From an optimization exercise on the open Yosys and OpenROAD flow, aimed at small area; shortcuts taken in it are not production practice.
The RTL was checked by simulation tests, not by an equivalence proof against the original design.
The clock port is modelled as an ideal driver, which makes a skipped or thinned clock tree look cheaper than it is; a real chip needs a root buffer or a tree.
Power figures rest on the tool's default switching activity, not on a simulated workload.

Setup of v43:
Design axi4_adapter, start of the top module:
module axi4_adapter #(
  parameter integer                     AXI_ID_WIDTH = 1,
  parameter integer                     AXI_ADDR_WIDTH = 12,
  parameter integer                     AXI_DATA_WIDTH = 32,
  parameter bit                         ALIGN_ADDR = 1'b1,
  parameter bit                         EN_SEC_MODE = 1'b1,
  parameter bit                         NO_SEC_FAIL = 0,
  parameter bit                         DECOUPLE_W = 1,
  parameter integer                     AXI_BYTE_COUNT  = AXI_DATA_WIDTH / 8
)(
  input  logic                          aclk,
  input  logic                          aresetn,
  input  logic [AXI_ID_WIDTH-1:0]       awid,
  input  logic [AXI_ADDR_WIDTH-1:0]     awaddr,
  input  logic [7:0]                    awlen,
  input  logic [2:0]                    awsize,
  input  logic [1:0]                    awburst,
  /*verilator lint_off UNUSED*/
  input  logic                          awlock,
  input  logic [3:0]                    awcache,
  /*verilator lint_on UNUSED*/
  input  logic [2:0]                    awprot,
  /*verilator lint_off UNUSED*/
  input  logic [3:0]                    awqos,
  input  logic [3:0]                    awregion,
  /*verilator lint_on UNUSED*/
  input  logic                          awvalid,
  output logic                          awready,
  input  logic [AXI_DATA_WIDTH-1:0]     wdata,
  input  logic [AXI_BYTE_COUNT-1:0]     wstrb,
  input  logic                          wlast,
  input  logic                          wvalid,
  output logic                          wready,
  output logic [AXI_ID_WIDTH-1:0]       bid,
  output logic [1:0]                    bresp,
  output logic                          bvalid,
  input  logic                          bready,
  input  logic [AXI_ID_WIDTH-1:0]       arid,
  input  logic [AXI_ADDR_WIDTH-1:0]     araddr,
  input  logic [7:0]                    arlen,
  input  logic [2:0]                    arsize,
  input  logic [1:0]                    arburst,
  /*verilator lint_off UNUSED*/
  input  logic                          arlock,
  input  logic [3:0]                    arcache,
  /*verilator lint_on UNUSED*/
  input  logic [2:0]                    arprot,
  /*verilator lint_off UNUSED*/
  input  logic [3:0]                    arqos,
  input  logic [3:0]                    arregion,
  /*verilator lint_on UNUSED*/
  input  logic                          arvalid,
  output logic                          arready,
  output logic [AXI_ID_WIDTH-1:0]       rid,
  output logic [AXI_DATA_WIDTH-1:0]     rdata,
  output logic [1:0]                    rresp,
  output logic                          rlast,
  output logic                          rvalid,
  input  logic                          rready,
  output logic [AXI_ADDR_WIDTH-1:0]     rif_waddr,
  input  logic                          rif_wvalid,
  output logic                          rif_wr_req,
  output logic [AXI_BYTE_COUNT-1:0]     rif_wstrb,
  output logic [AXI_DATA_WIDTH-1:0]     rif_wdata,
  output logic [AXI_ADDR_WIDTH-1:0]     rif_raddr,
  input  logic                          rif_rvalid,
  output logic                          rif_rd_req,
  input  logic [AXI_DATA_WIDTH-1:0]     rif_rdata
);
For scale: about 470 cells after synthesis, about 4500 µm² of cells after synthesis.
clock: 4.0 ns
lec_check: 0
cap_margin: 5
core_margin: 2
core_utilization: 40
gpl_timing_driven: 0
slew_margin: 5
standard.sh (not shown) runs the stock make flow with config.mk's settings and CLKGATE_MAP_FILE= SYNTH_SCRIPT=/design/flow/synth_recipe.tcl, a recipe that flattens the netlist after the stock synthesis.
==> flow/flow/run.sh <==
#!/bin/bash
# The standard ORFS layout (standard.sh) with:
#  - an area-oriented ABC script for the combinational mapping (flow/my_synth.tcl),
#    and no extraction of half/full adder cells (ADDER_MAP_FILE empty), which
#    leaves the hand-written carry chains to ABC,
#  - 1x buffers on the ports,
#  - a clock tree made by hand: the clock port drives four clock buffers, each
#    driving one quarter of the flip-flops (flow/cts_manual.tcl).
# Each tool's output is logged in this folder.
set -euo pipefail
here=$(pwd)
orig=$(grep -o 'SYNTH_SCRIPT=[^ ]*' standard.sh | head -1 | cut -d= -f2-)
export ORIG_SYNTH_SCRIPT="$orig"
export MY_ABC_SCRIPT="$here/flow/abc_area.script"
sed "s#SYNTH_SCRIPT=[^ ]*#SYNTH_SCRIPT=$here/flow/my_synth.tcl#" standard.sh > my_standard.sh
export ADDER_MAP_FILE=
export BUFFER_PORTS_ARGS="-buffer_cell sky130_fd_sc_hd__buf_1"
export PRE_GLOBAL_PLACE_TCL="$here/flow/pre_gpl.tcl"
export PRE_CTS_TCL="$here/flow/cts_manual.tcl"
export MANUAL_CTS_BUF=sky130_fd_sc_hd__clkbuf_16
export MANUAL_CTS_N=4
bash my_standard.sh > standard.log 2>&1
==> flow/flow/abc_area.script <==
&get -n
&st
&deepsyn -T 60
&st
&dch -f
&nf -R 1000 -p
&st
&dch -f
&nf -R 1000 -p
&put
topo
Other scripts of this flow, unchanged in this note and not shown: flow/flow/cts_manual.tcl, flow/flow/my_synth.tcl, flow/flow/pre_gpl.tcl
v43 ran to completion and came out clean on the timing, DRC and antenna checks.
Input-level comparison between v32 and v43:
Settings: swapping 40 for 55 in CORE_UTILIZATION; swapping 5 for 20 in SLEW_MARGIN; swapping 5 for 20 in CAP_MARGIN.
==> flow/flow/abc_area.script <==
&get -n
&st
&deepsyn -T 60
&st
&dch -f
&nf -R 10 -p
&st
&dch -f
&nf -R 10 -p
&put
topo
## What came out
- Post-synthesis to final-layout area growth, v32 and v43: lower on v32
- When v32 is measured against v43, its fraction of final layout cells with drive strength greater than 1 turns out 2.1 points lower.
- Both conditions hold for v32: the flow ran to the end and the final layout passed the timing, DRC and antenna checks.
- The core of v32 is more densely filled than that of v43.
- v32 vs v43 — multi-input logic area dropped slightly
- Switching power as a share of total power (higher): v43
Edits applied to the flow inputs when going from v32 to v13:
Settings: CORE_UTILIZATION changed from 55 to 40.
==> flow/flow/abc_area.script <==
&get -n
&st
&deepsyn -T 60
&st
&dch -f
&nf -R 60 -p
&st
&dch -f
&nf -R 60 -p
&put
topo
==> notes.md <==
Note that the combinational power recorded for v13 amounts to 1.06 times the value seen in v32.
Per the comparison of v13 with v32, multi-input logic area shows no meaningful change, complex-gate fraction of the synthesized area increased by 0.46 points relative to the old numbers, final worst-path setup slack now smaller, die area higher.
v13 ended with less tightest hold margin than v32.
Re sequential share of power: v13 is 0.9 points down on v32.
Wire length | v13 below v32
Summary — violation count after the first detailed-routing iteration, v13 relative to v32: higher, by about 60%.
Changes observed in v13 relative to v32: total power increased 0.021 mW, share of power burned in combinational logic now larger.
Inputs modified between v13 and v16:
==> flow/flow/abc_area.script <==
&get -n
&st
&deepsyn -T 60
&st
&dch -f
&nf -R 30 -p
&st
&dch -f
&nf -R 30 -p
&put
topo
[summary]
v16 ran to completion and came out clean on the timing, DRC and antenna checks.
v16 ended with less final instance count without filler cells than v13.
When v16 is set beside v13, its largest driver fanout on the critical path turns out to be 2 larger.
Post-route worst hold slack essentially unchanged between v16 and v13.
v16: pre-CTS setup slack 250 ps below v13
Going from v13 to v16, the power share of the combinational group was found to have gone down by 0.8 points.
In every run of this note, the design's own scripts or RTL, not TritonCTS, make the clock network.

## afterwards: timing with drivers on the ports
Ports are ideal in the flow. The routed layouts listed here were re-timed in OpenROAD.
Step 1 assumes that a clkbuf_16 drives the clock port and a buf_2 every other input.
Step 2 adds t to the input delays and takes it off the output delays; t is the mean of the earliest and latest rising clock arrival at the registers after step 1. Input paths then give back, and output paths get back, about the clock's delay inside the block.
Three values: ideal, step 1, step 2; two values: the first two.
| run | t, ns | setup slack, ns | worst hold slack (ns) | cell pins on the clock port's net |
|---|---|---|---|---|
| v43 | 0.243 | 0.244 / 0.300 / 0.056 | 0.437 / 0.437 / 0.437 | 4 |
| v32 | 0.239 | 0.423 / 0.471 / 0.231 | 0.448 / 0.448 / 0.448 | 4 |
| v13 | 0.241 | 0.292 / 0.342 / 0.101 | 0.430 / 0.430 / 0.430 | 4 |
| v16 | 0.240 | 0.193 / 0.236 / 0.005 | 0.430 / 0.430 / 0.430 | 4 |
After both steps every run listed still meets setup and hold. For v32, which loses most, drivers alone change the setup slack by +0.048 ns; drivers and shift together by -0.192 ns.
